Background: an optimization exercise with open tools, aiming at small area. Do not read the settings as production practice. Function was checked by simulation only, so behaviour that the tests miss may differ from the original. No driver is modelled on the clock port, so clock power and skew are understated where the tree is cut down; a real chip needs a root buffer or a tree. Power and IR drop assume default switching activity.

[design/flow/flow/run.sh]
#!/bin/bash
# Standard synthesis, then the combinational logic re-mapped for area with
# ABC's deepsyn (seeds 1..32, four at a time; the smallest mapping is kept;
# registers are untouched), then the standard layout with minimum-size port buffers, and
# the clock tree replaced by a single clock buffer after CTS.
set -euo pipefail
W=$(pwd)
R=$W/orfs/results/$FLOW_PLATFORM/parking_meter/base
LIB=$FLOW_HOME/platforms/$FLOW_PLATFORM/lib/sky130_fd_sc_hd__tt_025C_1v80.lib
ARGS=("BUFFER_PORTS_ARGS=-buffer_cell sky130_fd_sc_hd__buf_1" "CTS_ARGS=-sink_clustering_enable -repair_clock_nets -dont_use_dummy_load")

bash standard.sh synth > std_synth.log 2>&1

DU=""; for c in $(cat flow/dontuse.txt); do DU="$DU -dont_use $c"; done
resyn() {
  local S=$1 D=$W/resyn$1
  mkdir -p $D
  cp $R/1_2_yosys.v $D/std_synth.v
  ln -sf $LIB $D/lib.lib
  python3 flow/lib2v.py $LIB $D/cells.v > $D/lib2v.log 2>&1
  printf "strash\n&get -n\n&deepsyn -T 60 -S $S\n&put\ndch -f\namap\ntopo\n" > $D/abc.script
  echo "yosys abc -liberty lib.lib $DU -script $D/abc.script" > $D/resyn_abc.tcl
  ( cd $D && yosys -s $W/flow/resyn.ys > $W/resyn$S.log 2>&1 ) || true
}
for B in 0 4 8 12 16 20 24 28; do
  for S in $((B + 1)) $((B + 2)) $((B + 3)) $((B + 4)); do resyn $S & done; wait
done
best=""; besta=""
for S in $(seq 1 32); do
  a=$(awk '/Chip area/ {print $NF}' $W/resyn$S/resyn_stat.txt 2>/dev/null || true)
  echo "seed $S: $a" >> resyn_summary.log
  if [[ -n "$a" ]] && { [[ -z "$besta" ]] || awk -v a="$a" -v b="$besta" 'BEGIN{exit !(a<b)}'; }; then best=$S; besta=$a; fi
done
echo "kept seed $best: $besta" >> resyn_summary.log
cp $W/resyn$best/resyn.v $R/1_2_yosys.v
rm -f $R/1_synth.odb $R/1_synth.sdc

bash standard.sh "${ARGS[@]}" cts > layout_cts.log 2>&1
IN_ODB=$R/4_cts.odb OUT_ODB=$R/4_cts_merged.odb ROOT_CELL=sky130_fd_sc_hd__clkbuf_16 \
  openroad -no_init -exit flow/clk_merge.tcl > clk_merge.log 2>&1
cp $R/4_cts_merged.odb $R/4_cts.odb
bash standard.sh "${ARGS[@]}" finish > layout.log 2>&1
[design/flow/flow/clk_merge.tcl]
# Replace the clock tree that CTS built (a root buffer and two leaf buffers)
# by one larger buffer at the root that drives every clock sink directly.
read_db $::env(IN_ODB)
set db [ord::get_db]
set block [ord::get_db_block]
set root ""
set leaves {}
foreach inst [$block getInsts] {
  set m [[$inst getMaster] getName]
  if {![string match "sky130_fd_sc_hd__clkbuf*" $m]} continue
  set net [[$inst findITerm A] getNet]
  if {[llength [$net getBTerms]] > 0} { set root $inst } else { lappend leaves $inst }
}
set rootnet [[$root findITerm X] getNet]
foreach leaf $leaves {
  set onet [[$leaf findITerm X] getNet]
  foreach it [$onet getITerms] {
    if {[$it isOutputSignal]} continue
    $it disconnect
    $it connect $rootnet
  }
  [$leaf findITerm A] disconnect
  [$leaf findITerm X] disconnect
  odb::dbInst_destroy $leaf
  odb::dbNet_destroy $onet
}
$root swapMaster [$db findMaster $::env(ROOT_CELL)]
puts "root [$root getName] -> $::env(ROOT_CELL), removed [llength $leaves] leaf buffers"
detailed_placement
check_placement
write_db $::env(OUT_ODB)
[design/flow/flow/dontuse.txt]
sky130_fd_sc_hd__probe_p_8 sky130_fd_sc_hd__probec_p_8 sky130_fd_sc_hd__lpflow_bleeder_1 sky130_fd_sc_hd__lpflow_clkbufkapwr_1 sky130_fd_sc_hd__lpflow_clkbufkapwr_16 sky130_fd_sc_hd__lpflow_clkbufkapwr_2 sky130_fd_sc_hd__lpflow_clkbufkapwr_4 sky130_fd_sc_hd__lpflow_clkbufkapwr_8 sky130_fd_sc_hd__lpflow_clkinvkapwr_1 sky130_fd_sc_hd__lpflow_clkinvkapwr_16 sky130_fd_sc_hd__lpflow_clkinvkapwr_2 sky130_fd_sc_hd__lpflow_clkinvkapwr_4 sky130_fd_sc_hd__lpflow_clkinvkapwr_8 sky130_fd_sc_hd__lpflow_decapkapwr_12 sky130_fd_sc_hd__lpflow_decapkapwr_3 sky130_fd_sc_hd__lpflow_decapkapwr_4 sky130_fd_sc_hd__lpflow_decapkapwr_6 sky130_fd_sc_hd__lpflow_decapkapwr_8 sky130_fd_sc_hd__lpflow_inputiso0n_1 sky130_fd_sc_hd__lpflow_inputiso0p_1 sky130_fd_sc_hd__lpflow_inputiso1n_1 sky130_fd_sc_hd__lpflow_inputiso1p_1 sky130_fd_sc_hd__lpflow_inputisolatch_1 sky130_fd_sc_hd__lpflow_isobufsrc_1 sky130_fd_sc_hd__lpflow_isobufsrc_16 sky130_fd_sc_hd__lpflow_isobufsrc_2 sky130_fd_sc_hd__lpflow_isobufsrc_4 sky130_fd_sc_hd__lpflow_isobufsrc_8 sky130_fd_sc_hd__lpflow_isobufsrckapwr_16 sky130_fd_sc_hd__lpflow_lsbuf_lh_hl_isowell_tap_1 sky130_fd_sc_hd__lpflow_lsbuf_lh_hl_isowell_tap_2 sky130_fd_sc_hd__lpflow_lsbuf_lh_hl_isowell_tap_4 sky130_fd_sc_hd__lpflow_lsbuf_lh_isowell_4 sky130_fd_sc_hd__lpflow_lsbuf_lh_isowell_tap_1 sky130_fd_sc_hd__lpflow_lsbuf_lh_isowell_tap_2 sky130_fd_sc_hd__lpflow_lsbuf_lh_isowell_tap_4 sky130_fd_sc_hd__fill_1 sky130_fd_sc_hd__fill_2 sky130_fd_sc_hd__fill_4 sky130_fd_sc_hd__fill_8 
[design/flow/flow/lib2v.py]
# Write Verilog models of the combinational cells of a liberty file.
import re, sys
txt = open(sys.argv[1]).read()
out = []
for p in re.split(r'\n\s*cell\s*\(', txt)[1:]:
    name = re.match(r'\s*"?(\w+)"?', p).group(1)
    seq = re.search(r'\b(ff|latch|statetable)\s*\(', p)
    pins = []
    for m in re.finditer(r'\n\s*pin\s*\(\s*"?(\w+)"?\s*\)\s*\{', p):
        body = p[m.end():]
        # find end of this pin group (balanced braces)
        d = 1; i = 0
        while d:
            if body[i] == '{': d += 1
            elif body[i] == '}': d -= 1
            i += 1
        body = body[:i]
        dirm = re.search(r'direction\s*:\s*"?(\w+)"?', body)
        fm = re.search(r'function\s*:\s*"([^"]*)"', body)
        tri = re.search(r'three_state', body)
        pins.append((m.group(1), dirm.group(1) if dirm else None, fm.group(1) if fm else None, tri))
    seen = set(); pins = [x for x in pins if not (x[0] in seen or seen.add(x[0]))]
    if seq:
        ps = [x for x in pins if x[1] in ('input', 'output')]
        s = "(* blackbox *)\nmodule %s(%s);\n" % (name, ', '.join(x[0] for x in ps))
        for x in ps: s += "  %s %s;\n" % (x[1], x[0])
        out.append(s + "endmodule\n"); continue
    seen = set(); pins = [x for x in pins if not (x[0] in seen or seen.add(x[0]))]
    outs = [x for x in pins if x[1] == 'output']
    ins = [x for x in pins if x[1] == 'input']
    if not outs or any(o[2] is None or o[3] for o in outs): continue
    if any('VPWR' in (o[2] or '') for o in outs): continue
    ports = [x[0] for x in ins] + [o[0] for o in outs]
    s = f"module {name}({', '.join(ports)});\n"
    for x in ins: s += f"  input {x[0]};\n"
    for o in outs:
        f = o[2].replace('!', '~').replace('*', '&').replace('+', '|')
        s += f"  output {o[0]};\n  assign {o[0]} = {f};\n"
    s += "endmodule\n"
    out.append(s)
open(sys.argv[2], 'w').write("".join(out))
print(len(out), "cells")
[design/flow/flow/resyn.ys]
# re-map the combinational logic of the standard synthesis; registers are kept as they are
read_verilog cells.v
read_verilog std_synth.v
hierarchy -top parking_meter
flatten
proc
techmap
opt -fast
opt_clean -purge
tcl resyn_abc.tcl
opt_clean -purge
hilomap -singleton -hicell sky130_fd_sc_hd__conb_1 HI -locell sky130_fd_sc_hd__conb_1 LO
splitnets
opt_clean -purge
tee -o resyn_stat.txt stat -liberty lib.lib
write_verilog -noattr -noexpr -nohex -nodec resyn.v
[design/flow/standard.sh]
#!/bin/bash
# synth_recipe.tcl (not shown) runs the flow's synth.tcl, then flattens the netlist and writes it again
# the make line also repeats each setting of config.mk as NAME=value (left out here)
make -C /OpenROAD-flow-scripts/flow DESIGN_CONFIG=/design/flow/config.mk WORK_HOME=/design/flow/orfs CLKGATE_MAP_FILE= SYNTH_SCRIPT=/design/flow/synth_recipe.tcl "${@:-finish}"
[design/flow/config.mk]
export PLATFORM = sky130hd
export DESIGN_NAME = parking_meter
export DESIGN_NICKNAME = parking_meter
export VERILOG_FILES = /design/flow/design.v
export SDC_FILE = /design/flow/constraint.sdc
export NUM_CORES = 4
export LEC_CHECK = 0
export CAP_MARGIN = 20
export CORE_MARGIN = 2
export CORE_UTILIZATION = 40
export SLEW_MARGIN = 20
[design/flow/constraint.sdc]
create_clock -name core_clock -period 18.0 [get_ports {clk}]
set_input_delay 3.6000 -clock core_clock [delete_from_list [all_inputs] [get_ports {clk}]]
set_output_delay 3.6000 -clock core_clock [all_outputs]
set_load 0.01 [all_outputs]
[design/flow/design.v]
`timescale 1ns / 1ps
module parking_meter(
    input add1,
    input add2,
    input add3,
    input add4,
    input rst1,
    input rst2,
    input clk,
    input rst,
    output [6:0] led_seg,
    output a0,
    output a1,
    output a2,
    output a3,
    output [3:0] val0,
    output [3:0] val1,
    output [3:0] val2,
    output [3:0] val3
    );
	reg [2:0] scan;
	reg [4:0] div;
	reg [1:0] mode;      
	reg [3:0] d0, d1, d2, d3;
	wire [1:0] j = scan[1:0] + ~div[1:0];
	wire one = j[0];
	wire half = j[1] ^ j[0];
	wire wrap = div[4] & div[3];
	wire tick = wrap & scan[0];
	wire [4:0] div_n;
	assign div_n[0] = ~div[0] & ~wrap;
	assign div_n[1] = div[0] ^ div[1];
	assign div_n[2] = div[2] ^ (div[1] & div[0]);
	assign div_n[3] = (div[0] & div[1] & div[2] & ~div[3]) | (~div[1] & div[3] & ~div[4]) | (div[1] & ~div[2] & div[3]) | (~div[0] & div[1] & div[3]);
	assign div_n[4] = (div[0] & div[1] & div[2] & div[3]) | (~div[3] & div[4]);
	always @(posedge clk) begin
		if (rst) begin
			scan <= 3'd1;
			div <= 5'd0;
		end else begin
			scan <= {scan[2] ^ (scan[1] & scan[0]), scan[1] ^ scan[0], ~scan[0]};
			div <= div_n;
		end
	end
	wire z0 = ~|d0, z1 = ~|d1, z2 = ~|d2, z3 = ~|d3;
	wire tz = z0 & z1 & z2 & z3;
	wire le180 = z3 & ~d2[3] & ~d2[2] & ~d2[1] & (~d2[0] | ~d1[3] | (~d1[0] & z0));
	wire add = add1 | add2 | add3 | add4;
	wire [3:0] r0;
	assign r0[0] = ~d0[0];
	assign r0[1] = ~(d0[1] ^ d0[0]) & ~z0;
	assign r0[2] = (d0[2] & (d0[1] | d0[0])) | (d0[3] & ~d0[0]);
	assign r0[3] = z0 | (d0[3] & d0[0]);
	wire cc = d1[0] | ~z0;
	wire [2:0] ap = add1 ? 3'd2 : add2 ? 3'd0 : add3 ? 3'd3 : 3'd4;
	wire [3:0] hs = d1[3:1] + ap + cc;
	wire k1 = hs >= 5;
	wire [2:0] hr = k1 ? hs - 5 : hs[2:0];
	wire [3:0] r1 = {hr, d1[0] ^ z0};
	wire [3:0] k2a = add1 ? 4'd0 : (add2 | add3) ? 4'd1 : add4 ? 4'd2 : 4'd9;
	wire [4:0] s2 = d2 + k2a + k1;
	wire k2 = s2 >= 10;
	wire [3:0] r2 = k2 ? s2 - 10 : s2[3:0];
	wire [3:0] r3 = add ? d3 + k2 : d3 - !k2;
	wire sat = add & k2 & d3[3] & d3[0];
	wire upd = add | ~tz;
	always @(posedge clk) begin
		if (rst) begin
			mode <= 2'b00;
			{d3, d2, d1, d0} <= 16'h0000;
		end else if (rst1)
			{d3, d2, d1, d0} <= 16'h0015;
		else if (rst2)
			{d3, d2, d1, d0} <= 16'h0149;
		else if (tick) begin
			mode <= {~le180, le180 & ~tz};
			if (sat)
				{d3, d2, d1, d0} <= 16'h9999;
			else if (upd)
				{d3, d2, d1, d0} <= {r3, r2, r1, r0};
		end
	end
	wire on = mode[1] | (j[0] ^ (mode[0] & j[1]));
	wire [3:0] an;
	assign an[0] = on & ~scan[2] & ~scan[1];
	assign an[1] = on & ~scan[2] & scan[1];
	assign an[2] = on & scan[2] & ~scan[1];
	assign an[3] = on & scan[2] & scan[1];
	wire [3:0] sel = ~(~(({4{an[0]}} & d0) | ({4{an[1]}} & d1)) & ~(({4{an[2]}} & d2) | ({4{an[3]}} & d3)));
	wire t1 = sel[0] & sel[1] & sel[2];
	wire u = ~(sel[1] | sel[2] | sel[3]);
	wire [6:0] sg;
	assign sg[6] = (sel[0] & u) | (~sel[0] & ~sel[1] & sel[2]);
	assign sg[5] = sel[2] & (sel[0] ^ sel[1]);
	assign sg[4] = ~sel[0] & sel[1] & ~sel[2];
	assign sg[3] = sg[6] | t1;
	assign sg[2] = sel[0] | (~sel[1] & sel[2]);
	assign sg[1] = (sel[0] & ~sel[2] & ~sel[3]) | (sel[1] & ~sel[2]) | (sel[0] & sel[1]);
	assign sg[0] = on & (u | t1);
	assign led_seg = sg;
	assign {a3, a2, a1, a0} = an;
	assign val0 = d0;
	assign val1 = d1;
	assign val2 = d2;
	assign val3 = d3;
endmodule
==> results of run 1 <==
## sequential cells by signal, indices dropped and copies added, names as in the netlist, named ones only
| register | flops |
|---|---|
| d2 | 4 |
| d1 | 4 |
| div | 4 |
| mode | 2 |
| d0 | 4 |
| d3 | 4 |
| scan | 3 |
## worst register-to-register path: stages (launching register included)
cell       delay, ns
dfxtp_1         0.37
nor3_1          0.27
clkinv_1        0.13
nor3_1          0.43
clkinv_1        0.24
a22oi_1         0.26
nand2_1         0.10
o21a_1          0.12
nand2_1         0.08
nor3_1          0.07
o21ai_0         0.28
clkinv_1        0.13
nand2_1         0.09
o21ai_0         0.12
nor2b_1         0.19
o21ai_0         0.12
nor2_1          0.11
a21oi_1         0.35
clkinv_1        0.27
nor2_1          0.35
clkinv_1        0.19
or3_1           0.43
nor2_1          0.14
nor2_1          0.06
a2111oi_0       0.26
## routing by layer
| layer | GRT usage [%] | wire length [um] | share of wire (%) | vias to the layer above |
|---|---|---|---|---|
| met5 | 0 | 0 | 0 | - |
| met1 | 31.4 | 1850 | 46 | 778 |
| met2 | 36.9 | 1810 | 45 | 55 |
| li1 | - | - | - | 875 |
| met4 | 5.99 | 77 | 1.9 | 0 |
| met3 | 3.13 | 282 | 7.0 | 9 |
## worst max path at each step
stage / startpoint / endpoint / slack (ns)
detailed placement: add1 / d2[3] / 10.46
global route: add1 / d2[3] / 10.02
finish: add1 / d2[3] / 10.61
CTS: add1 / d2[3] / 10.72
global placement: add1 / d2[3] / 10.64
floorplan: add1 / d2[3] / 11.27
## metrics by stage
stage	setup slack [ns]	util (%)
after floorplan	11.27	-
after global placement	10.64	46.5
after detailed placement	10.46	46.5
after CTS	10.72	47.6
after global routing	10.02	47.1
final	10.61	47.1
## layout make-up
cell class / count / share of cell area, %
clock buffer: 1 / 1.46
inverter: 34 / 7.45
multi-input combinational: 163 / 49.3
sequential: 26 / 30.4
tap: 48 / 3.51
timing repair buffer: 35 / 7.89
## power by group through the flow
stage | clock network, mW | logic [mW] | registers (mW)
global placement | 0 | 0.0242 | 0.0630
floorplan | 0 | 0.0167 | 0.0626
finish | 0.0254 | 0.0243 | 0.0616
global route | 0.0277 | 0.0278 | 0.0620
detailed placement | 0 | 0.0243 | 0.0630
CTS | 0.0341 | 0.0244 | 0.0616
==> metrics.md, run 1 <==
| Metric | Value |
|---|---|
| Slowest cell delay on critical path | 0.43 ns |
| Die Y-Extent | 65.1 um |
| Worst Reg-to-Reg Cells | 24 |
| Clock Power Share | 22.8% |
| Post-DR vias/cell | 5.59 |
| HP Start | scan[0] |
| R2R Setup Slk | 12.73 ns |
| Mean Syn Cell Area | 6.69 sq um |
| Setup Skew | 0.00711 ns |
| Initial DRC Count | 213 |
| Cell-internal power | 0.0778 mW |
| Fmax | 135 MHz |
| Die X | 65.1 um |
| PortBufs | 34 |
| Cells after Synth | 223 |
| Full die area | 0.00424 sq mm |
| Placed insts | 306 |
| Post-route cell area | 0.00171 sq mm |
| RSZ-0062 raised after global routing | no |
| Power consumption | 0.111 mW |
| Core area | 0.00363 sq mm |
| Placed inst area | 0.00169 sq mm |
| Antenna violation net count after detailed routing | 0 |
| Vias in the first global route | 1534 |
| Post-DR wirelength/cell | 13.1 um |
| Status | no timing/DRC/antenna violations |
| Yosys Warn Count | 1 |
| Sw frac | 30.1% |
| # hold bufs at CTS | 0 |
| IO Pins | 35 |
| Peak supply drop | 0.0342 mV |
| Final setup fails | 0 |
| GR Overflow Total | 0 |
| Worst hold path endpoint | scan[0] |
| Cell Area, Synth | 0.00149 sq mm |
| CP Launch Type | input pin |
| FF/Latch Area | 520 sq um |
| Crit path max-delay family | simple AND/OR/NAND/NOR gates |
| Row cnt | 22 |
| Max cap viols | 0 |
| Critical path endpoint category | register |
| Fin crit period | 7.39 ns |
| Fraction of layout cells with a size suffix above 1 | 0.772% |
| Detailed-route via count | 1717 |
| TritonCTS Sinks | 26 |
| Hold depth | 1 |
| Non-Filler Instances | 307 |
| Detailed-route DRC error count | 0 |
| Seq pwr share | 55.3% |
| Kind of critical path | input pin to register |
| Worst-path clk slew | 0.10 ns |
| Period utilization | 41.0% |
| Post-CTS Setup Bufs | 0 |
| GRT Overall Usage | 22.6% |
| Filler cells | 424 |
| Leakage | 0.557 nW |
| First-pass GRT wire length | 6.86 mm |
| Final WL | 4.03 mm |
| Number of gates resized after cts | 0 |
| Worst r2r src | d0[1] |
| Post-Syn Nets | 231 |
| Routability cong. | 0.812 |
| Final hold vios | 0 |
| CP max stage cell | or3_1 |
| Area grow syn2layout | 14.8% |
| Sw power | 0.0336 mW |
| Initial core utilization | 41.1% |
| Reg2reg end | d2[3] |
| Commonest non-fill, non-tap cells in the layout | nor2_1 (47), clkinv_1 (34), buf_1 (34) |
| CP cell instances | buf_1, clkinv_1, nand3_1, nand2_1, o21a_1, nand2_1, nor3_1, o21ai_0, clkinv_1, nand2_1, o21ai_0, nor2b_1, o21ai_0, nor2_1, a21oi_1, clkinv_1, nor2_1, clkinv_1, or3_1, nor2_1, nor2_1, a2111oi_0 |
| Clk Latency, worst-skew pair | 0.16 ns |
| Worst Hold Class | register to register |
| Logic pwr share | 21.9% |
| Bufs and invs on worst path | 5 |
| Fin nets | 269 |
| CP Depth | 22 |
| Fin Setup TNS | 0 ns |
| Pwr/cell area | 65.0 mW/mm^2 |
| CP Data Required Time | 18.05 ns |
| Crit path DAT | 7.43 ns |
| Worst hold slack | 0.446 ns |
| Worst-Margin Slew | 0.526 ns |
| Commonest non-fill, non-tap cell in the layout | nor2_1 |
| Max_slew headroom | 64.7% |
| Worst-path fanout max | 6 |
| Slew Limit Fails | 0 |
| N_diodes | 0 |
| Initial antenna violation count | 0 |
| Post-DP HPWL | 3.18 mm |
| Area occupied by multi-input gates | 845 sq um |
| Largest net degree at the start of global routing | 27 |
| Iteration count of the initial detailed-routing pass | 7 |
==> run 2, diff against run 1 <==
--- a/design/flow/flow/run.sh
+++ b/design/flow/flow/run.sh
@@ -1,6 +1,6 @@
 #!/bin/bash
 # Standard synthesis, then the combinational logic re-mapped for area with
-# ABC's deepsyn (seeds 1..32, four at a time; the smallest mapping is kept;
+# ABC's deepsyn (seeds 1..100, eight at a time; the smallest mapping is kept;
 # registers are untouched), then the standard layout with minimum-size port buffers, and
 # the clock tree replaced by a single clock buffer after CTS.
 set -euo pipefail
@@ -22,11 +22,12 @@
   echo "yosys abc -liberty lib.lib $DU -script $D/abc.script" > $D/resyn_abc.tcl
   ( cd $D && yosys -s $W/flow/resyn.ys > $W/resyn$S.log 2>&1 ) || true
 }
-for B in 0 4 8 12 16 20 24 28; do
-  for S in $((B + 1)) $((B + 2)) $((B + 3)) $((B + 4)); do resyn $S & done; wait
+NSEED=100; PAR=8
+for B in $(seq 1 $PAR $NSEED); do
+  for S in $(seq $B $((B + PAR - 1))); do (( S <= NSEED )) && resyn $S & done; wait
 done
 best=""; besta=""
-for S in $(seq 1 32); do
+for S in $(seq 1 $NSEED); do
   a=$(awk '/Chip area/ {print $NF}' $W/resyn$S/resyn_stat.txt 2>/dev/null || true)
   echo "seed $S: $a" >> resyn_summary.log
   if [[ -n "$a" ]] && { [[ -z "$besta" ]] || awk -v a="$a" -v b="$besta" 'BEGIN{exit !(a<b)}'; }; then best=$S; besta=$a; fi
==> metrics.md, run 2 <==
| Metric | Value |
|---|---|
| Status | no timing/DRC/antenna violations |
| Worst Reg-to-Reg Cells | 24 |
| Crit path max-delay family | simple AND/OR/NAND/NOR gates |
| Fin nets | 270 |
| Area grow syn2layout | 14.3% |
| Iteration count of the initial detailed-routing pass | 7 |
| Clk Latency, worst-skew pair | 0.17 ns |
| Worst-path clk slew | 0.11 ns |
| Row cnt | 22 |
| Slowest cell delay on critical path | 0.32 ns |
| Routability cong. | 0.872 |
| Setup Skew | 0.00204 ns |
| TritonCTS Sinks | 26 |
| Fraction of layout cells with a size suffix above 1 | 0.385% |
| RSZ-0062 raised after global routing | no |
| PortBufs | 34 |
| Yosys Warn Count | 1 |
| Fin crit period | 7.30 ns |
| Critical Path Most Common Cell | nor2_1 |
| Power consumption | 0.113 mW |
| Initial antenna violation count | 0 |
| Cells after Synth | 225 |
| Mean Syn Cell Area | 6.62 sq um |
| R2R Setup Slk | 13.25 ns |
| Period utilization | 40.5% |
| # hold bufs at CTS | 0 |
| Bufs and invs on worst path | 2 |
| Critical Path Start | add1 |
| Commonest non-fill, non-tap cells in the layout | nor2_1 (53), buf_1 (34), clkinv_1 (33) |
| First-pass GRT wire length | 6.75 mm |
| Post-DR vias/cell | 5.48 |
| CP max stage cell | a211oi_1 |
| GR Overflow Total | 0 |
| Critical path endpoint category | register |
| Leakage | 0.542 nW |
| Kind of critical path | input pin to register |
| Worst-path fanout max | 7 |
| Worst-Margin Slew | 0.626 ns |
| Pwr/cell area | 66.6 mW/mm^2 |
| Commonest non-fill, non-tap cell in the layout | nor2_1 |
| Setup Slack @ Placement | 10.59 ns |
| Fmax | 137 MHz |
| Antenna violation net count after detailed routing | 0 |
| Initial core utilization | 41.3% |
| Full die area | 0.00423 sq mm |
| Reg2reg end | d3[3] |
| Detailed-route DRC error count | 0 |
| CP Launch Type | input pin |
| Cell Area, Synth | 0.00149 sq mm |
| Worst Hold Class | register to register |
| Slew Limit Fails | 0 |
| Setup crit end | d3[3] |
| CP Depth | 24 |
| Final setup margin | 10.71 ns |
| Initial DRC Count | 112 |
| Die X | 65.0 um |
| GRT Overall Usage | 22.8% |
| Crit path DAT | 7.37 ns |
| Post-CTS Setup Bufs | 0 |
| Core area | 0.00361 sq mm |
| Fin Setup TNS | 0 ns |
| Final WL | 3.92 mm |
| CP Data Required Time | 18.07 ns |
| CP cell instances | buf_1, nor2_1, nand2_1, nor2_1, or3_1, nand2_1, o21a_1, o21ai_0, clkinv_1, nand2_1, a22oi_1, nor2_1, nor2_1, nor3_1, nor2_1, a31oi_1, o21ai_0, nand4_1, nor2_1, nand2_1, nand2_1, a211oi_1, o21ai_0, and3_1 |
| Peak supply drop | 0.0390 mV |
| Worst r2r src | d0[1] |
| Max cap viols | 0 |
| Post-Syn Nets | 233 |
| Die Y-Extent | 65.0 um |
| Final setup fails | 0 |
| Number of gates resized after cts | 0 |
| Post-DP HPWL | 3.11 mm |
| Max_slew headroom | 57.9% |
| Vias in the first global route | 1498 |
| Post-DR wirelength/cell | 12.7 um |
| Final hold vios | 0 |
| IO Pins | 35 |
| Largest net degree at the start of global routing | 27 |
| Detailed-route via count | 1689 |
| N_diodes | 0 |
run 2: where the power goes:
| group | internal, mW | leakage, nW | switching [mW] |
|---|---|---|---|
| logic | 0.00834 | 0.317 | 0.0166 |
| clock network | 0.0104 | 0.0123 | 0.0167 |
| registers | 0.0595 | 0.212 | 0.00200 |
| total | 0.0782 | 0.542 | 0.0353 |
run 2: through the flow:
stage	cells	instance area [sq um]	hold slack (ns)	util [%]
4_1_cts	310	1720	0.473	47.6
3_3_place_gp	307	1680	0.455	46.5
2_1_floorplan	225	1490	0.420	-
6_report	308	1700	0.473	47.2
5_1_grt	308	1700	0.501	47.2
3_5_place_dp	307	1680	0.458	46.5
run 2: worst min path at each step:
stage / startpoint / endpoint / slack, ns / depth (start not counted)
4_1_cts: div[0] / div[0] / 0.47 / 1
3_5_place_dp: register / div[3] / 0.46 / 1
5_1_grt: div[0] / div[0] / 0.50 / 1
3_3_place_gp: div[0] / div[0] / 0.46 / 1
6_report: div[0] / div[0] / 0.47 / 1
2_1_floorplan: scan[0] / scan[0] / 0.42 / 1
run 2: per-layer routing:
| metal | vias up | part of all wire [%] | GRT usage (%) |
|---|---|---|---|
| met4 | 0 | 2.1 | 6.77 |
| met5 | - | 0 | 0 |
| met2 | 61 | 45 | 35.3 |
| li1 | 870 | - | - |
| met1 | 748 | 47 | 33.5 |
| met3 | 10 | 6.1 | 2.08 |
run 2: final cells by class:
type / count / area, sq um
Tap cell: 48 / 60.1
Fill cell: 395 / 1900
Inverter: 33 / 124
Sequential cell: 26 / 520
Timing Repair Buffer: 34 / 128
Clock buffer: 1 / 25.0
Multi-Input combinational cell: 166 / 845
==> run 3, diff against run 2 <==
--- a/design/flow/flow/run.sh
+++ b/design/flow/flow/run.sh
@@ -1,13 +1,15 @@
 #!/bin/bash
 # Standard synthesis, then the combinational logic re-mapped for area with
-# ABC's deepsyn (seeds 1..100, eight at a time; the smallest mapping is kept;
+# ABC's deepsyn (a few seeds that did best in a scan of seeds 1..100; the
+# smallest mapping is kept;
 # registers are untouched), then the standard layout with minimum-size port buffers, and
-# the clock tree replaced by a single clock buffer after CTS.
+# the clock tree replaced by a single clock buffer after CTS; placement is
+# not timing-driven (the 18 ns clock leaves ample slack).
 set -euo pipefail
 W=$(pwd)
 R=$W/orfs/results/$FLOW_PLATFORM/parking_meter/base
 LIB=$FLOW_HOME/platforms/$FLOW_PLATFORM/lib/sky130_fd_sc_hd__tt_025C_1v80.lib
-ARGS=("BUFFER_PORTS_ARGS=-buffer_cell sky130_fd_sc_hd__buf_1" "CTS_ARGS=-sink_clustering_enable -repair_clock_nets -dont_use_dummy_load")
+ARGS=("BUFFER_PORTS_ARGS=-buffer_cell sky130_fd_sc_hd__buf_1" "CTS_ARGS=-sink_clustering_enable -repair_clock_nets -dont_use_dummy_load" "GPL_TIMING_DRIVEN=0")
 
 bash standard.sh synth > std_synth.log 2>&1
 
@@ -22,12 +24,10 @@
   echo "yosys abc -liberty lib.lib $DU -script $D/abc.script" > $D/resyn_abc.tcl
   ( cd $D && yosys -s $W/flow/resyn.ys > $W/resyn$S.log 2>&1 ) || true
 }
-NSEED=100; PAR=8
-for B in $(seq 1 $PAR $NSEED); do
-  for S in $(seq $B $((B + PAR - 1))); do (( S <= NSEED )) && resyn $S & done; wait
-done
+SEEDS="68 21 3 6"
+for S in $SEEDS; do resyn $S & done; wait
 best=""; besta=""
-for S in $(seq 1 $NSEED); do
+for S in $SEEDS; do
   a=$(awk '/Chip area/ {print $NF}' $W/resyn$S/resyn_stat.txt 2>/dev/null || true)
   echo "seed $S: $a" >> resyn_summary.log
   if [[ -n "$a" ]] && { [[ -z "$besta" ]] || awk -v a="$a" -v b="$besta" 'BEGIN{exit !(a<b)}'; }; then best=$S; besta=$a; fi
==> metrics.md, run 3 <==
| Metric | Value |
|---|---|
| Fmax | 137 MHz |
| Post-DR wirelength/cell | 12.8 um |
| Period utilization | 40.7% |
| Slew Limit Fails | 0 |
| Initial antenna violation count | 0 |
| Die Y-Extent | 65.0 um |
| Setup crit end | d3[3] |
| Peak supply drop | 0.0458 mV |
| Worst-Margin Slew | 0.588 ns |
| Filler cells | 414 |
| Initial core utilization | 41.3% |
| Commonest non-fill, non-tap cells in the layout | nor2_1 (53), buf_1 (34), clkinv_1 (33) |
| Worst-path fanout max | 7 |
| Critical path endpoint category | register |
| Status | no timing/DRC/antenna violations |
| Power consumption | 0.113 mW |
| Antenna violation net count after detailed routing | 0 |
| Vias in the first global route | 1417 |
| Routability cong. | 0.853 |
| FF/Latch Area | 520 sq um |
| CP Launch Type | input pin |
| Crit path DAT | 7.39 ns |
| Cell Area, Synth | 0.00149 sq mm |
| Setup Skew | 0.00324 ns |
| TritonCTS Sinks | 26 |
| Fin crit period | 7.32 ns |
| Final WL | 3.94 mm |
| Commonest non-fill, non-tap cell in the layout | nor2_1 |
| Fraction of layout cells with a size suffix above 1 | 0.385% |
| Post-CTS Setup Bufs | 0 |
| Row cnt | 22 |
| Full die area | 0.00423 sq mm |
| Post-Syn Nets | 233 |
| Max_slew headroom | 60.6% |
| Die X | 65.0 um |
| Worst r2r src | d0[1] |
| RSZ-0062 raised after global routing | no |
| R2R Setup Slk | 13.15 ns |
| HP Start | div[0] |
| Max cap viols | 0 |
| Worst hold slack | 0.465 ns |
| Fin Setup TNS | 0 ns |
| Worst-path clk slew | 0.10 ns |
| Initial DRC Count | 105 |
| CP Data Required Time | 18.07 ns |
| Final hold vios | 0 |
| First-pass GRT wire length | 6.35 mm |
| Worst Reg-to-Reg Cells | 24 |
| Worst Hold Class | register to register |
| IO Pins | 35 |
| Fin nets | 270 |
| Leakage | 0.542 nW |
| Yosys Warn Count | 1 |
| Iteration count of the initial detailed-routing pass | 8 |
| Post-DP HPWL | 3.10 mm |
| Pwr/cell area | 66.1 mW/mm^2 |
| Largest net degree at the start of global routing | 27 |
| N_diodes | 0 |
| Kind of critical path | input pin to register |
| Number of gates resized after cts | 0 |
| Area occupied by multi-input gates | 845 sq um |
| Mean Syn Cell Area | 6.62 sq um |
| Detailed-route via count | 1664 |
| Critical Path Start | add1 |
| # hold bufs at CTS | 0 |
| Reg2reg end | d3[3] |
| Core area | 0.00361 sq mm |
| GR Overflow Total | 0 |
| GRT Overall Usage | 21.2% |
| Post-DR vias/cell | 5.40 |
| Detailed-route DRC error count | 0 |
| Area grow syn2layout | 14.3% |
| Cells after Synth | 225 |
| PortBufs | 34 |
| Final setup fails | 0 |
| Clk Latency, worst-skew pair | 0.16 ns |
run 3: report_power, final:
| group | switching [mW] | internal (mW) |
|---|---|---|
| combinational | 0.0169 | 0.00834 |
| clock | 0.0156 | 0.0103 |
| sequential | 0.00198 | 0.0595 |
run 3: worst max-delay path, cell delays in order:
cell and delay (ns):
buf_1 0.14, nor2_1 0.17, nand2_1 0.09, nor2_1 0.13
or3_1 0.15, nand2_1 0.07, o21a_1 0.11, o21ai_0 0.26
clkinv_1 0.22, nand2_1 0.13, a22oi_1 0.08, nor2_1 0.20
nor2_1 0.10, nor3_1 0.14, nor2_1 0.06, a31oi_1 0.23
o21ai_0 0.23, nand4_1 0.16, nor2_1 0.09, nand2_1 0.16
nand2_1 0.26, a211oi_1 0.32, o21ai_0 0.11, and3_1 0.19
run 3: routing by layer:
layer / part of all wire, % / GRT usage [%] / wire [um]
met5: 0 / 0 / 0
met4: 0.43 / 2.34 / 17
met3: 5.0 / 2.08 / 196
met2: 46 / 35.4 / 1800
met1: 49 / 30.5 / 1920
run 3: through the flow:
stage	area [sq um]	worst slack, ns	utilization, %	std cells
after floorplan	1490	11.32	-	225
after global placement	1680	10.59	46.5	307
after detailed placement	1680	10.62	46.5	307
after CTS	1720	10.87	47.6	310
after global routing	1700	10.14	47.2	308
final	1700	10.68	47.2	308
run 3: area by class of cell:
cell class	count	share of cell area, %
multi-input combinational	166	49.6
sequential	26	30.6
tap	48	3.53
timing repair buffer	34	7.50
inverter	33	7.28
clock buffer	1	1.47
run 3: how the worst min path moves through the flow:
stage          endpoint  slack (ns)  depth (start not counted)
2_1_floorplan   scan[0]        0.42                          1
3_3_place_gp     div[0]        0.45                          1
3_5_place_dp     div[0]        0.45                          1
4_1_cts          div[0]        0.47                          1
5_1_grt          div[0]        0.50                          1
6_report         div[0]        0.47                          1
==> run 4, diff against run 3 <==
--- a/design/flow/flow/run.sh
+++ b/design/flow/flow/run.sh
@@ -2,7 +2,9 @@
 # Standard synthesis, then the combinational logic re-mapped for area with
 # ABC's deepsyn (a few seeds that did best in a scan of seeds 1..100; the
 # smallest mapping is kept;
-# registers are untouched), then the standard layout with minimum-size port buffers, and
+# registers are untouched); the cells that only feed the display outputs are
+# then re-mapped once more on their own (16 seeds, kept only if smaller);
+# then the standard layout with minimum-size port buffers, and
 # the clock tree replaced by a single clock buffer after CTS; placement is
 # not timing-driven (the 18 ns clock leaves ample slack).
 set -euo pipefail
@@ -33,7 +35,40 @@
   if [[ -n "$a" ]] && { [[ -z "$besta" ]] || awk -v a="$a" -v b="$besta" 'BEGIN{exit !(a<b)}'; }; then best=$S; besta=$a; fi
 done
 echo "kept seed $best: $besta" >> resyn_summary.log
-cp $W/resyn$best/resyn.v $R/1_2_yosys.v
+cp $W/resyn$best/resyn.v $W/resyn_best.v
+
+# the display part on its own
+DP=$W/disp
+mkdir -p $DP
+ln -sf $LIB $DP/lib.lib
+cp $W/resyn$best/cells.v $DP/cells.v
+final=$W/resyn_best.v
+if python3 flow/split_disp.py $W/resyn_best.v $DP/disp.v $DP/disp_cells.txt $DP/rest.v > split_disp.log 2>&1; then
+  dsyn() {
+    local S=$1
+    printf "strash\n&get -n\n&deepsyn -T 30 -S $S\n&put\ndch -f\namap\ntopo\n" > $DP/s$S.script
+    ( cd $DP && yosys -p "read_verilog cells.v; read_verilog disp.v; hierarchy -top disp_part; flatten; proc; techmap; opt -fast; opt_clean -purge; abc -liberty lib.lib $DU -script s$S.script; opt_clean -purge; tee -o st$S.txt stat -liberty lib.lib; write_verilog -noattr -noexpr -nohex -nodec d$S.v" > $W/disp$S.log 2>&1 ) || true
+  }
+  for B in 1 9; do
+    for S in $(seq $B $((B + 7))); do dsyn $S & done; wait
+  done
+  ( cd $DP && yosys -p "read_verilog cells.v; read_verilog disp.v; hierarchy -top disp_part; tee -o st0.txt stat -liberty lib.lib" > $W/disp0.log 2>&1 ) || true
+  dbest=""; dbesta=$(awk '/Chip area for module/ {print $NF}' $DP/st0.txt 2>/dev/null || true)
+  echo "display part as mapped: $dbesta" >> resyn_summary.log
+  for S in $(seq 1 16); do
+    a=$(awk '/Chip area for module/ {print $NF}' $DP/st$S.txt 2>/dev/null || true)
+    echo "display seed $S: $a" >> resyn_summary.log
+    if [[ -n "$a" && -n "$dbesta" ]] && awk -v a="$a" -v b="$dbesta" 'BEGIN{exit !(a<b)}'; then dbest=$S; dbesta=$a; fi
+  done
+  if [[ -n "$dbest" ]]; then
+    echo "kept display seed $dbest: $dbesta" >> resyn_summary.log
+    if ( cd $DP && yosys -p "read_verilog -lib cells.v; read_verilog rest.v; read_verilog d$dbest.v; hierarchy -top parking_meter; flatten; opt_clean -purge; hilomap -singleton -hicell sky130_fd_sc_hd__conb_1 HI -locell sky130_fd_sc_hd__conb_1 LO; splitnets; opt_clean -purge; tee -o merged_stat.txt stat -liberty lib.lib; write_verilog -noattr -noexpr -nohex -nodec merged.v" > $W/disp_merge.log 2>&1 ); then
+      final=$DP/merged.v
+    fi
+  fi
+fi
+echo "netlist: $final" >> resyn_summary.log
+cp $final $R/1_2_yosys.v
 rm -f $R/1_synth.odb $R/1_synth.sdc
 
 bash standard.sh "${ARGS[@]}" cts > layout_cts.log 2>&1
==> design/flow/flow/split_disp.py (new file) <==
# Split a mapped netlist (yosys write_verilog -noattr) into the display part
# (cells that only feed the display outputs) and the rest.
# usage: split.py in.v disp.v rest_cells.txt
import re, sys
src = open(sys.argv[1]).read()
m = re.search(r'module\s+parking_meter\s*\((.*?)\);(.*)endmodule', src, re.S)
body = m.group(2)
cells = []
for cm in re.finditer(r'^\s*(sky130_fd_sc_hd__\w+)\s+(\S+)\s*\((.*?)\);', body, re.S | re.M):
    typ, name, conns = cm.groups()
    pins = [(a, b.strip()) for a, b in re.findall(r'\.(\w+)\(([^()]*)\)', conns)]
    cells.append((typ, name, pins))
assigns = re.findall(r'^\s*assign\s+(.*?)\s*=\s*(.*?);', body, re.M)
OUTP = {'X', 'Y', 'Q', 'Q_N', 'COUT', 'SUM', 'HI', 'LO'}
drv = {}
for c in cells:
    for p, n in c[2]:
        if p in OUTP: drv[n] = c[1]
alias = {a: b for a, b in assigns}
byname = {c[1]: c for c in cells}
disp_out = ['led_seg[%d]' % i for i in range(7)] + ['a0', 'a1', 'a2', 'a3']
def resolve(n):
    seen = set()
    while n in alias and n not in drv and n not in seen:
        seen.add(n); n = alias[n]
    return n
def cone(roots):
    out = set(); st = [resolve(r) for r in roots]
    while st:
        n = st.pop(); c = drv.get(n)
        if c is None or c in out or 'df' in byname[c][0]: continue
        out.add(c)
        for p, m2 in byname[c][2]:
            if p not in OUTP: st.append(resolve(m2))
    return out
dcone = cone(disp_out)
other_roots = [p for c in cells if 'df' in c[0] for q, p in c[2] if q == 'D']
other_roots += ['val%d[%d]' % (i, b) for i in range(4) for b in range(4)]
ocone = cone(other_roots)
D = dcone - ocone
# nets into and out of the display part
ins, outs = set(), set()
dnets_driven = set()
for name in D:
    for p, n in byname[name][2]:
        if p in OUTP: dnets_driven.add(n)
for name in D:
    for p, n in byname[name][2]:
        if p not in OUTP and n not in dnets_driven: ins.add(n)
used_outside = set()
for c in cells:
    if c[1] in D: continue
    for p, n in c[2]:
        if p not in OUTP: used_outside.add(n)
for a, b in assigns: used_outside.add(b)
for n in dnets_driven:
    if n in used_outside or n in disp_out: outs.add(n)
def port(n): return 'p_' + re.sub(r'[^A-Za-z0-9_]', '_', n)
pi = sorted(ins); po = sorted(outs)
lines = ['module disp_part(%s);' % ', '.join([port(n) for n in pi] + [port(n) for n in po])]
lines += ['  input %s;' % port(n) for n in pi] + ['  output %s;' % port(n) for n in po]
internal = sorted(dnets_driven - outs)
lines += ['  wire %s;' % port(n) for n in internal]
for name in sorted(D):
    typ, _, pins = byname[name]
    lines.append('  %s %s (%s);' % (typ, re.sub(r'[^A-Za-z0-9_]', '_', name), ', '.join('.%s(%s)' % (p, port(n)) for p, n in pins)))
lines.append('endmodule')
open(sys.argv[2], 'w').write('\n'.join(lines) + '\n')
open(sys.argv[3], 'w').write('\n'.join(sorted(D)) + '\n')
print(len(D), 'display cells,', len(pi), 'inputs,', len(po), 'outputs')
# the rest: the input netlist without the display cells, with an instance of
# disp_part in their place
def esc(n): return n + ' ' if n.startswith('\\') else n
text = src
for name in D:
    pat = re.compile(r'^\s*sky130_fd_sc_hd__\w+\s+' + re.escape(name) + r'\s*\(.*?\);\n', re.S | re.M)
    text, k = pat.subn('', text, count=1)
    assert k == 1, name
inst = '  disp_part u_disp (%s);\n' % ', '.join('.%s(%s)' % (port(n), esc(n)) for n in pi + po)
i = text.rindex('endmodule')
text = text[:i] + inst + text[i:]
open(sys.argv[4], 'w').write(text)
==> metrics.md, run 4 <==
| Metric | Value |
|---|---|
| Util after Layout | 47.0% |
| Worst-path fanout max | 7 |
| Seq pwr share | 55.1% |
| Post-DR vias/cell | 5.40 |
| Die X | 64.9 um |
| Core area | 0.00361 sq mm |
| Sw frac | 30.4% |
| Largest net degree at the start of global routing | 27 |
| TritonCTS Sinks | 26 |
| Crit path DAT | 7.37 ns |
| Area grow syn2layout | 14.4% |
| Final setup fails | 0 |
| HP Start | div[0] |
| Critical path endpoint category | register |
| Hold depth | 1 |
| Initial core utilization | 41.1% |
| Vias in the first global route | 1348 |
| Row cnt | 22 |
| Detailed-route via count | 1659 |
| PortBufs | 34 |
| Cell Area, Synth | 0.00148 sq mm |
| # hold bufs at CTS | 0 |
| Initial DRC Count | 139 |
| Pwr/cell area | 65.9 mW/mm^2 |
| Clk Latency, worst-skew pair | 0.16 ns |
| Worst Hold Class | register to register |
| Post-DP HPWL | 3.12 mm |
| Post-Syn Nets | 232 |
| Commonest non-fill, non-tap cells in the layout | nor2_1 (50), buf_1 (34), clkinv_1 (32) |
| Power consumption | 0.112 mW |
| Fin Setup TNS | 0 ns |
| Setup Skew | 0.00198 ns |
| Worst hold path endpoint | div[0] |
| CP Data Required Time | 18.07 ns |
| Routability cong. | 0.872 |
| Final WL | 3.88 mm |
| Die Y-Extent | 64.9 um |
| Fin crit period | 7.30 ns |
| N_diodes | 0 |
| First-pass GRT wire length | 6.28 mm |
| Commonest non-fill, non-tap cell in the layout | nor2_1 |
| Antenna violation net count after detailed routing | 0 |
| Clock Power Share | 23.3% |
| Logic pwr share | 21.6% |
| Iteration count of the initial detailed-routing pass | 5 |
| Number of gates resized after cts | 0 |
| Full die area | 0.00421 sq mm |
| RSZ-0062 raised after global routing | no |
| Final hold vios | 0 |
| Cells after Synth | 224 |
| Slew Limit Fails | 0 |
| Initial antenna violation count | 0 |
| Sw power | 0.0339 mW |
| Worst-Margin Slew | 0.793 ns |
| CP Launch Type | input pin |
| IO Pins | 35 |
| Yosys Warn Count | 1 |
| Post-DR wirelength/cell | 12.6 um |
| Peak supply drop | 0.0473 mV |
| Reg2reg end | d3[3] |
| Kind of critical path | input pin to register |
| Detailed-route DRC error count | 0 |
| Fraction of layout cells with a size suffix above 1 | 0.386% |
| Worst-path clk slew | 0.10 ns |
| R2R Setup Slk | 13.15 ns |
| GRT Overall Usage | 21.0% |
| Fmax | 137 MHz |
| Max_slew headroom | 46.7% |
| Mean Syn Cell Area | 6.61 sq um |
| Period utilization | 40.5% |
| Leakage | 0.543 nW |
| GR Overflow Total | 0 |
| Post-CTS Setup Bufs | 0 |
| Max cap viols | 0 |
| Status | no timing/DRC/antenna violations |
| Cell-internal power | 0.0778 mW |
| Fin nets | 269 |
| Worst Reg-to-Reg Cells | 24 |
| Worst r2r src | d0[1] |
[run 4: stage by stage]
step	std cells	setup slack [ns]	cell area, sq um	hold slack, ns
final	307	10.70	1690	0.473
after global placement	306	10.57	1670	0.451
after CTS	309	10.84	1710	0.475
after floorplan	224	11.32	1480	0.416
after global routing	307	10.20	1690	0.502
after detailed placement	306	10.58	1670	0.462
[run 4: how the worst max path moves through the flow]
stage	startpoint	to	slack, ns	cells after the start
after floorplan	add1	d2[3]	11.32	22
after global placement	add1	d3[3]	10.57	24
after detailed placement	add1	d3[3]	10.58	24
after CTS	add1	d3[3]	10.84	24
after global routing	add1	d3[3]	10.20	24
final	add1	d3[3]	10.70	24
[run 4: power groups by stage]
stage | clock [mW] | combinational (mW) | sequential (mW)
after global routing | 0.0282 | 0.0275 | 0.0618
after floorplan | 0 | 0.0165 | 0.0627
after global placement | 0 | 0.0239 | 0.0629
after detailed placement | 0 | 0.0240 | 0.0628
after CTS | 0.0334 | 0.0241 | 0.0615
final | 0.0260 | 0.0241 | 0.0615
[run 4: metal layers]
| metal | track usage (%) | wire (um) |
|---|---|---|
| met5 | 0 | 0 |
| met4 | 3.99 | 76 |
| met2 | 31.7 | 1650 |
| met3 | 1.74 | 335 |
| met1 | 32.4 | 1820 |
[run 4: critical path, stage by stage]
cell      delay (ns)
buf_1           0.14
nor2_1          0.16
nand2_1         0.09
nor2_1          0.13
or3_1           0.16
nand2_1         0.08
o21a_1          0.12
o21ai_0         0.23
clkinv_1        0.19
nand2_1         0.13
a22oi_1         0.09
nor2_1          0.20
nor2_1          0.10
nor3_1          0.13
nor2_1          0.06
a31oi_1         0.22
o21ai_0         0.21
nand4_1         0.18
nor2_1          0.10
nand2_1         0.15
nand2_1         0.25
a211oi_1        0.33
o21ai_0         0.12
and3_1          0.20
[run 4: layout make-up]
type                       count  area (sq um)
inverter                      32           120
multi-input combinational    166           841
fill                         400          1910
clock buffer                   1          25.0
sequential                    26           520
tap                           48          60.1
timing repair buffer          34           128

what the ideal ports hide:
How much do the figures lean on ideal ports? The routed layouts below were timed once more, with nothing changed but the port constraints. Step 1 (the two cells are an assumption about what drives the block):
set clk [get_ports {clk}]
set_driving_cell -lib_cell sky130_fd_sc_hd__clkbuf_16 $clk
set_driving_cell -lib_cell sky130_fd_sc_hd__buf_2 [delete_from_list [all_inputs] $clk]
Step 2 moves the port delays by t, midway between the first and last clock arrival at a register: inputs arrive t later, outputs are due t later. That takes back most of the time a late clock gives input paths. Three values: ideal ports, drivers, drivers and shift; two values: the first two.
run	t (ns)	setup slack, ns	worst setup path after step 2	clock arrival spread, ns	worst register clock-pin slew, ns
run 1	0.195	10.615 / 10.626 / 10.432	input to register	0.007 / 0.007	0.10 / 0.10
run 2	0.198	10.705 / 10.716 / 10.518	input to register	0.002 / 0.002	0.11 / 0.11
run 3	0.193	10.677 / 10.683 / 10.490	input to register	0.003 / 0.003	0.10 / 0.10
run 4	0.193	10.702 / 10.713 / 10.520	input to register	0.002 / 0.002	0.10 / 0.10
After both steps every run listed still meets setup and hold.
